This is an optimization exercise on Yosys and OpenROAD, whose aim is small area, a short achievable clock period and few clock cycles, not a production implementation.
Where RTL was checked, it was by simulation tests only, not by an equivalence proof against the original.
The clock port is modelled as an ideal driver, which makes a skipped or thinned clock tree look cheaper than it is; a real chip needs a root buffer or a tree.
Power is estimated from default activity; no workload was simulated.

==> flow/design.v (excerpt) <==
module registers (
	input				axi_clk,
	input		[11:0]	h2f_axi_awid,
	input		[29:0]	h2f_axi_awaddr,
	input				h2f_axi_awvalid,
	output	reg			h2f_axi_awready,
	input		[31:0]	h2f_axi_wdata,
	input		[3:0]	h2f_axi_wstrb,
	input				h2f_axi_wlast,
	input				h2f_axi_wvalid,
	output	reg			h2f_axi_wready,
	output		[11:0]	h2f_axi_bid,
	output		[1:0]	h2f_axi_bresp,
	output	reg			h2f_axi_bvalid,
	input				h2f_axi_bready,
	input		[11:0]	h2f_axi_arid,
	input		[29:0]	h2f_axi_araddr,
	input		[3:0]	h2f_axi_arlen,
	input				h2f_axi_arvalid,
	output	reg			h2f_axi_arready,
	output		[11:0]	h2f_axi_rid,
	output	reg	[31:0]	h2f_axi_rdata,
	output		[1:0]	h2f_axi_rresp,
	output	reg			h2f_axi_rlast,
	output	reg			h2f_axi_rvalid,
	input				h2f_axi_rready,
	input		[31:0]	reg_fpga_rev,
	input				reg_sw1_4,
	input				reg_sw1_3,
	input				reg_sw1_2,
	input				reg_sw1_1,
	output	reg			reg_jp3_4,
	output	reg			reg_jp3_3,
	output	reg			reg_jp3_2,
	output	reg			reg_jp3_1,
	output	reg			reg_led_8,
	output	reg			reg_led_7,
	output	reg			reg_led_6,
	input				reg_led_5,
	output	reg	[20:1]	reg_jp5,
	output	reg	[6:1]	reg_jp4_rxn,
	output	reg	[6:1]	reg_jp4_rxp,
	output	reg	[6:1]	reg_jp4_txn,
	output	reg	[6:1]	reg_jp4_txp,
	input				axi_rst
);
==> flow/config.mk <==
export PLATFORM = sky130hd
export DESIGN_NAME = registers
export DESIGN_NICKNAME = registers
export VERILOG_FILES = /design/flow/design.v
export SDC_FILE = /design/flow/constraint.sdc
export NUM_CORES = 4
export LEC_CHECK = 0
export ABC_AREA = 1
export CAP_MARGIN = 20
export CORE_AREA = 10 10 150 150
export CTS_BUF_LIST = sky130_fd_sc_hd__clkbuf_8
export CTS_CLUSTER_SIZE = 40
export DIE_AREA = 0 0 160 160
export PLACE_DENSITY = 0.5
export SETUP_SLACK_MARGIN = 2.2
export SLEW_MARGIN = 20
export TNS_END_PERCENT = 20
==> flow/constraint.sdc <==
create_clock -name core_clock -period 4.0 [get_ports {axi_clk}]
set_input_delay 0.8000 -clock core_clock [delete_from_list [all_inputs] [get_ports {axi_clk}]]
set_output_delay 0.8000 -clock core_clock [all_outputs]
set_load 0.01 [all_outputs]
standard.sh (not shown) runs the stock make flow with config.mk's settings and CLKGATE_MAP_FILE= SYNTH_SCRIPT=/design/flow/synth_recipe.tcl, a recipe that flattens the netlist after the stock synthesis.
==> flow/flow/run.sh <==
#!/bin/bash
set -euo pipefail
bash standard.sh 'BUFFER_PORTS_ARGS=-buffer_cell sky130_fd_sc_hd__buf_1' \
  "PRE_CTS_TCL=$PWD/flow/manual_tree.tcl" \
  finish > make.log 2>&1
Other scripts of this flow, unchanged in this note and not shown: flow/flow/manual_tree.tcl
Next try:
--- a/flow/design.v
+++ b/flow/design.v
@@ -87,29 +87,27 @@
 	wire [3:0] adec = {ra == 5'd3, ra == 5'd2, ra == 5'd1, ra == 5'd0};
 	wire [3:0] sel = eng ? esel : adec;
 	wire [4:0] addr1 = addr + 5'd1;
 	wire rfirst   = ar_hs | eng_new;
 	wire eng_n    = rload ? (rrem != 4'd0) : (eng | ar_hs);
 	wire eng_new_n = ~rload & (eng_new | ar_hs);
 	wire rvalid_n = rload | (h2f_axi_rvalid & ~h2f_axi_rready);
 	wire [31:0] w1 = {12'b0, reg_sw1_4, reg_sw1_3, reg_sw1_2, reg_sw1_1, 4'b0,
 	                  reg_jp3_4, reg_jp3_3, reg_jp3_2, reg_jp3_1, 4'b0,
 	                  reg_led_8, reg_led_7, reg_led_6, reg_led_5};
 	wire [31:0] w2 = {12'b0, reg_jp5};
 	wire [31:0] w3 = {2'b0, reg_jp4_rxn, 2'b0, reg_jp4_rxp, 2'b0, reg_jp4_txn, 2'b0, reg_jp4_txp};
-	wire stall = h2f_axi_rvalid & ~h2f_axi_rready;
-	wire [3:0] rs = sel & {4{dir & ~stall}};
-	wire rs_w = ~dir & h2f_axi_wready;
-	wire rs_h = dir ? stall : ~h2f_axi_wready;
-	wire ohold = (h2f_axi_bvalid & ~h2f_axi_bready) | stall | (eng & ~eng_new);
+	wire [3:0] rs = sel & {4{rload}};
+	wire rs_w = ~rload & w_hs;
+	wire rs_h = ~rload & ~w_hs;
 	wire [31:0] rdata_n = ({32{rs[0]}} & reg_fpga_rev) | ({32{rs[1]}} & w1) |
 	                      ({32{rs[2]}} & w2) | ({32{rs[3]}} & w3) |
 	                      ({32{rs_w}} & wcap) | ({32{rs_h}} & h2f_axi_rdata);
 	wire wbusy_n = wact_n | wbuf_n | bpend_n | bvalid_n | wapply_n;
 	wire rbusy_n = rvalid_n | eng_n;
 	wire wbusy   = wact | wbuf | bpend | h2f_axi_bvalid | wapply;
 	wire rbusy   = h2f_axi_rvalid | eng;
 	wire dir_n   = wbusy_n ? 1'b0 :
 	               rbusy_n ? 1'b1 :
 	               wbusy   ? 1'b1 :
 	               rbusy   ? 1'b0 :
 	               dir     ? ~(h2f_axi_awvalid | h2f_axi_wvalid) :
@@ -156,25 +154,25 @@
 		else if (rload & ~eng_new)
 			addr <= addr1;
 		if (ar_hs)
 			esel <= out_free ? {adec[2:0], ra == 5'd31} : adec;
 		else if (rload)
 			esel <= {esel[2:0], eng_new ? addr == 5'd31 : addr == 5'd30};
 		if (lone_w)
 			aux[0] <= h2f_axi_wlast;
 		else if (dir)
 			aux <= rload ? rrem - 4'd1 : rrem;
 		if (hs_id)
 			xid <= id_in;
-		if (~ohold)
+		if ((bgen | bpend) & ob_free | rload & rfirst)
 			oid <= hs_id ? id_in : xid;
 		h2f_axi_rdata <= rdata_n;
 		if (rload)
 			h2f_axi_rlast <= (rrem == 4'd0);
 	end
 	wire wr1 = wapply & (addr == 5'd1);
 	wire wr2 = wapply & (addr == 5'd2);
 	wire wr3 = wapply & (addr == 5'd3);
 	wire [31:0] wd1 = h2f_axi_rdata | {32{axi_rst}};		 
 	wire [11:8] wd0 = h2f_axi_rdata[11:8] & {4{~axi_rst}};	 
 	always @(posedge axi_clk) begin
 		if (wr1 & hstb[1] | axi_rst) {reg_jp3_4, reg_jp3_3, reg_jp3_2, reg_jp3_1} <= wd0[11:8];
=>
- routed wire length increases by 0.71%
- final cell count decreases by 2.5%
- cell area decreases by 3.6%
- via count decreases by 1.1%
- worst setup slack gets better by 130 ps
- synthesized area decreases by 1.4%
- utilization decreases by 1.5 points
- clock power increases by about 0.7%
- global-route usage increases by 0.16 points
- synthesized cell count decreases by 3.2%
- critical path depth increases by 4
- power decreases by 9.5%
Testbench counts after the change, summed over its fixed seeds: cycles 12,061.
Function not checked in the first run of this note: the RTL went through the layout flow alone. In every run of this note, the design's own scripts or RTL, not TritonCTS, make the clock network.

## separate check: timing with driven ports
The flow's constraints put no driver on any port. The routed layouts listed below were extracted and timed again, unchanged, in two steps.
Step 1, drivers: a clkbuf_16 drives axi_clk and a buf_2 each remaining input, both assumed.
Step 2, shift: input delay + t, output delay - t, t = (earliest + latest rising clock arrival at the registers) / 2. This alone moves slack from input paths to output paths.
Three values: no drivers, after step 1, after step 2; two values: the first two.
run | t (ns) | setup slack, ns | worst setup path after step 2 | worst register clock-pin slew, ns | worst slew at a driven data input, ns
the first run | 0.359 | 2.104 / 2.104 / 1.949 | input to register | 0.09 / 0.09 | 0.07
the second run | 0.369 | 2.232 / 2.185 / 1.891 | input to register | 0.11 / 0.11 | 0.07
After both steps every run listed still meets setup and hold. The setup slack of the second run, which loses most, moves by -0.047 ns with the drivers and by -0.341 ns with both steps.
